What follows belongs to an exercise in optimizing a design on an open flow for small area; a production flow would make more cautious choices.
No functional check of the RTL was part of any run shown here.

==> flow/design.v (outline; a module is shown in full before it is edited, if it fits) <==
// module fft_8point: 2927 lines
// module fa: 4 lines
// module ha: 4 lines
module fft_8point(
    input clk,
    input rst,
    input  signed [15:0] x_real_0, input signed [15:0] x_imag_0,
    input  signed [15:0] x_real_1, input signed [15:0] x_imag_1,
    input  signed [15:0] x_real_2, input signed [15:0] x_imag_2,
    input  signed [15:0] x_real_3, input signed [15:0] x_imag_3,
    input  signed [15:0] x_real_4, input signed [15:0] x_imag_4,
    input  signed [15:0] x_real_5, input signed [15:0] x_imag_5,
    input  signed [15:0] x_real_6, input signed [15:0] x_imag_6,
    input  signed [15:0] x_real_7, input signed [15:0] x_imag_7,
    output signed [15:0] X_real_0, output signed [15:0] X_imag_0,
    output signed [15:0] X_real_1, output signed [15:0] X_imag_1,
    output signed [15:0] X_real_2, output signed [15:0] X_imag_2,
    output signed [15:0] X_real_3, output signed [15:0] X_imag_3,
    output signed [15:0] X_real_4, output signed [15:0] X_imag_4,
    output signed [15:0] X_real_5, output signed [15:0] X_imag_5,
    output signed [15:0] X_real_6, output signed [15:0] X_imag_6,
    output signed [15:0] X_real_7, output signed [15:0] X_imag_7
);
  // ...
==> flow/flow/run.sh <==
#!/bin/bash
# The standard layout (standard.sh, unchanged synthesis and steps); the only
# difference is the cell used for the port buffers: buf_1 instead of the default.
export BUFFER_PORTS_ARGS="-buffer_cell sky130_fd_sc_hd__buf_1"
bash standard.sh > standard.log 2>&1
==> flow/standard.sh <==
#!/bin/bash
# synth_recipe.tcl (not shown) runs the flow's synth.tcl, then flattens the netlist and writes it again
# the make line also repeats each setting of config.mk as NAME=value (left out here)
make -C /OpenROAD-flow-scripts/flow DESIGN_CONFIG=/design/flow/config.mk WORK_HOME=/design/flow/orfs CLKGATE_MAP_FILE= SYNTH_SCRIPT=/design/flow/synth_recipe.tcl "${@:-finish}"
==> flow/config.mk <==
export PLATFORM = sky130hd
export DESIGN_NAME = fft_8point
export DESIGN_NICKNAME = fft_8point
export VERILOG_FILES = /design/flow/design.v
export SDC_FILE = /design/flow/constraint.sdc
export NUM_CORES = 4
export LEC_CHECK = 0
export CAP_MARGIN = 20
export CORE_MARGIN = 2
export CORE_UTILIZATION = 60
export CTS_BUF_LIST = sky130_fd_sc_hd__clkbuf_16
export CTS_CLUSTER_DIAMETER = 120
export CTS_CLUSTER_SIZE = 24
export SLEW_MARGIN = 20
export SYNTH_HIERARCHICAL = 1
export SYNTH_MINIMUM_KEEP_SIZE = 0
==> flow/constraint.sdc <==
create_clock -name core_clock -period 10.0 [get_ports {clk}]
set_input_delay 2.0000 -clock core_clock [delete_from_list [all_inputs] [get_ports {clk}]]
set_output_delay 2.0000 -clock core_clock [all_outputs]
set_load 0.01 [all_outputs]
==> impl_summary.log, run 1 <==
[metrics] status: timing/DRC/antenna clean
[metrics] Worst Hold Class: register to register
[metrics] Most Used Layer, Global Route: met2
[metrics] arithmetic-cell share of the synthesized area counting full adders, half adders and majority gates: 0.5050
[metrics] Avg Cell Area, Syn: 14.34 um2
[metrics] Worst Tran Pin Value: 0.9161 ns
[metrics] met1 demand-to-capacity share in global routing: 0.3818
[metrics] effective utilization at floorplan: 0.6086
[metrics] kind of critical path: register to register
[metrics] final-layout clock buffer total: 37
[metrics] final setup violation count: 0
[metrics] Non-clock buffers, area share: 0.04605
[metrics] Die W: 262.9 um
[metrics] Layout Utilization: 0.6696
[metrics] Clk pin slew, worst setup/hold paths: 0.10 ns
[metrics] top cell type by total area after synthesis: fa_1
[metrics] dominant synthesized flop cell: dfxtp_1
[metrics] combinational family with the most area after synthesis: adder cells
[metrics] Synth async-reset ratio: 0.003979
[metrics] total nets after synthesis: 4095
[metrics] met2 wire len: 50.77 mm
[metrics] count of endpoints failing hold in the final timing report: 0
[metrics] crit path launch: r2_sd3[0]
==> run 2: changes to the inputs <==
--- a/flow/config.mk
+++ b/flow/config.mk
@@ -10,6 +10,6 @@
 export CORE_UTILIZATION = 60
 export CTS_BUF_LIST = sky130_fd_sc_hd__clkbuf_16
-export CTS_CLUSTER_DIAMETER = 120
-export CTS_CLUSTER_SIZE = 24
+export CTS_CLUSTER_DIAMETER = 100
+export CTS_CLUSTER_SIZE = 27
 export SLEW_MARGIN = 20
 export SYNTH_HIERARCHICAL = 1
==> run 2 against run 1 <==
Still clean. Setup slack gained 0.020 ns. Routed wire length is essentially flat. Sequential cell count is the same. Synthesized cell count is the same. Global-route usage is essentially flat. First-iteration DRC count shrank 2.4%. Maximum frequency grew 0.21%. Sequential share of layout area is essentially flat.
==> impl_summary.log, run 2 <==
[metrics] post-DR wirelength/cell: 23.21 um
[metrics] endpoint of the worst-slack reg-to-reg timing path: r3_m3i[15]
[metrics] CTS root buf: clkbuf_16
[metrics] total nets after synthesis: 4095 (unchanged)
[metrics] Most common cell on crit path: fa_1
[metrics] status: timing/DRC/antenna clean
[metrics] share of the synthesized area in the top cell type: 0.4867
[metrics] Pre-antenna DRT Iters: 7
[metrics] max incr delay on CP: 0.58 ns
[metrics] Register-to-Register Path Depth: 25
[metrics] fraction of synthesized cell area in xor and xnor cells: 0.02460
[metrics] grt ovf: 0
[metrics] most numerous cell in the Yosys netlist: fa_1
[metrics] Post-Syn Area: 40220 um2
[metrics] final setup TNS: 0 ns
[metrics] DR DRC count: 0
[metrics] IO Pins: 514
[metrics] pre-CTS setup slack: 0.09312 ns
[metrics] Distinct cells, synth: 55
[metrics] arithmetic-cell share of the synthesized area counting full adders, half adders and majority gates: 0.5050 (unchanged)
[metrics] required time at the endpoint of the critical path: 10.47 ns
[metrics] maximum clock skew at final layout: 0.03211 ns
[metrics] starting DRC count in detailed routing: 1137
[metrics] Clk pin slew, worst setup/hold paths: 0.09 ns (about the same)
[metrics] number of global-route vias before repair: 24560
[metrics] critical hold path startpoint: r2_46r[21]
[metrics] portion of netlist area occupied by mux cells: 0.001991
[metrics] Synth Area in Compound Gates: 0.01011
[metrics] Worst Tran Pin Value: 0.9148 ns (-0.001322 ns)
[metrics] clock sink count: 754
[metrics] share of synthesized cell area in and, or, nand and nor gates: 0.03499
[metrics] f_max: 103.2 MHz
[metrics] vias after detailed routing: 21210
[metrics] commonest non-fill, non-tap cells in the layout: 969 x fa_1, 748 x dfxtp_1, 513 x buf_1
[metrics] Max FO, Critical Path: 7
[metrics] count of buffers inserted at the top-level ports: 513
[metrics] CP Capture Type: register
[metrics] wire length of the first global-routing pass: 147.1 mm
[metrics] Synth async-reset ratio: 0.003979 (unchanged)
[metrics] data arrival time at the worst-slack endpoint: 10.16 ns
[metrics] final setup violation count: 0 (unchanged)
[metrics] yosys synthesis warning count: 7
[metrics] initial antenna violation count: 16
[metrics] placeable core region: 66100 um2
[metrics] most common cell after layout, fill and taps aside: fa_1
[metrics] dpl cell area: 43090 um2
[metrics] Die Y: 262.9 um
[metrics] kind of critical path: register to register
[metrics] clock network latency to the later pin of the worst-skew pair: 0.60 ns
[metrics] CTS Buffer Depth: 3
[metrics] worst hold endpoint: r3_46r[21]
[metrics] clock tree from TritonCTS: yes
[metrics] flop2flop setup slack: 0.31 ns
[metrics] Setup WS post-layout: 0.3065 ns
[metrics] number of flops mapped to enable cells by yosys: 0
[metrics] Largest regs: r2_sd1 x33, r2_sd3 x33
[metrics] count of endpoints failing hold in the final timing report: 0 (unchanged)
[metrics] Slowest-stage cell, CP: fa_1
[metrics] final layout net count: 4620
[metrics] pin count of the biggest net entering global routing: 99
[metrics] final critical-path share of the clock period: 0.9694
[metrics] count of nets left with antenna violations after detail routing: 0
[metrics] combinational family with the most area after synthesis: adder cells
[metrics] H-tree depth: 2
[metrics] count of state elements after synthesis: 754
[metrics] total wirelength of the detailed-routed design: 97.77 mm
[metrics] effective utilization at floorplan: 0.6086 (unchanged)
[metrics] Avg Cell Area, Syn: 14.34 um2 (unchanged)
[metrics] global-route usage over all layers: 0.2951
[metrics] ratio of cells with drive above 1 in the final layout: 0.02752
[metrics] startpoint kind of the worst setup timing path: register
[metrics] Final GP Congestion: 0.9724
[metrics] HPWL after detailed placement: 87.72 mm
[metrics] most area-consuming cells after synthesis: fa_1 49%, dfxtp_1 37%, inv_1 4.3%
[metrics] count of mapped cells out of synthesis: 2806
[metrics] worst relative slew slack: 0.3881
[metrics] Worst Hold Class: register to register
[metrics] Worst R2R Start: r2_sd3[0]
[metrics] sequential share of the synthesized area: 0.3757
[metrics] final non-filler cell area: 44280 um2
[metrics] overall die area: 69130 um2
[metrics] Vias/cell: 5.035
[metrics] most numerous cell types in the synthesized netlist: 978 x fa_1, 751 x dfxtp_1, 462 x inv_1
[metrics] number of max-cap violations: 0
[metrics] Final Slew Violations: 0
[metrics] Die W: 262.9 um (unchanged)
[metrics] std cell rows: 94
[metrics] number of cells on the worst hold path: 0
[metrics] Hold Slack: 0.3344 ns
[metrics] top cell type by total area after synthesis: fa_1
[metrics] dominant synthesized flop cell: dfxtp_1
[metrics] area grow syn2layout: 10.07%
[metrics] clock period minus worst slack: 9.694 ns
[metrics] TritonCTS Buffers: 36
==> run 2: how the worst max path moves through the flow <==
stage            endpoint        from  slack [ns]
4_1_cts        r3_m3i[15]   r2_sd3[0]        0.07
2_1_floorplan  r3_m3i[15]   r2_sd3[0]        0.56
6_report       r3_m3i[15]   r2_sd3[0]        0.31
3_5_place_dp   r3_m3i[15]   r2_sd3[0]        0.09
5_1_grt        r3_u3r[15]  r2_sd3[18]      -0.005
3_3_place_gp   r3_m3i[15]   r2_sd3[0]        0.29
==> run 2: routing by layer <==
metal / global-route usage / routed length [um] / vias to the layer above
met2: 0.5176 / 50170 / 542
met5: 0 / 93 / -
met3: 0.05931 / 5619 / 121
met1: 0.3810 / 38940 / 11300
li1: - / - / 9233
met4: 0.07151 / 2951 / 16
==> run 2: logic make-up after synthesis <==
kind of cell,count (synthesis)
AOI/OAI and AO/OA,59
muxes,7
DFF,754
buffers and inverters,500
and+or+nand+nor,334
other,1
xor gates and xnor gates,113
adders and majority gates,1038
==> run 2: worst max-delay path, delay by kind of cell (launching register included) <==
kind	cells	cell delay, ns
adders and majority gates	22	8.64
DFF	1	0.38
and+or+nand+nor	1	0.28
xor gates and xnor gates	2	0.28
==> run 2: layout make-up <==
class	count	area, um2
Antenna cell	6	15.01
Clock buffer	36	900.9
Clock inverter	14	141.4
Fill cell	5059	21820
Inverter	462	1734
Multi-Input combinational cell	1552	23260
Sequential cell	754	15120
Tap cell	864	1081
Timing Repair Buffer	525	2016
==> run 2: metrics by stage <==
stage | utilization | std cells
after global placement | 0.6518 | 4149
after global routing | 0.6697 | 4209
after detailed placement | 0.6518 | 4149
final | 0.6699 | 4213
after floorplan | - | 2806
after CTS | 0.6676 | 4199
==> run 2: timing repair <==
action / CTS / global route
setup buffers: 0 / 8
resized for setup: 0 / 21
endpoints found under the setup margin: 0 / 6
hold buffers: 0 / 0
==> run 2: per-module statistics from Yosys, one instance, submodules excluded <==
module	copies in the design	cells inside
fft_8point	1	1793
ha	35	1
fa	978	1

## what the ideal ports hide
In the flow no input, the clock included, has a driving cell. The finished layouts below were timed again as built, in two steps.
Step 1: set_driving_cell puts a clkbuf_16 on clk and a buf_2 on each other input, an assumption about the parent block.
Step 2, shift: input delay + t, output delay - t, t = (earliest + latest rising clock arrival at the registers) / 2. This alone moves slack from input paths to output paths.
Slacks: ideal ports / drivers / drivers and shift; pairs: ideal ports / drivers.
run	t, ns	setup slack, ns	latest minus earliest clock arrival (ns)
run 1	0.661	0.286 / 0.286 / 0.286	0.029 / 0.029
run 2	0.657	0.306 / 0.306 / 0.306	0.033 / 0.034
After both steps every run listed still meets setup and hold.
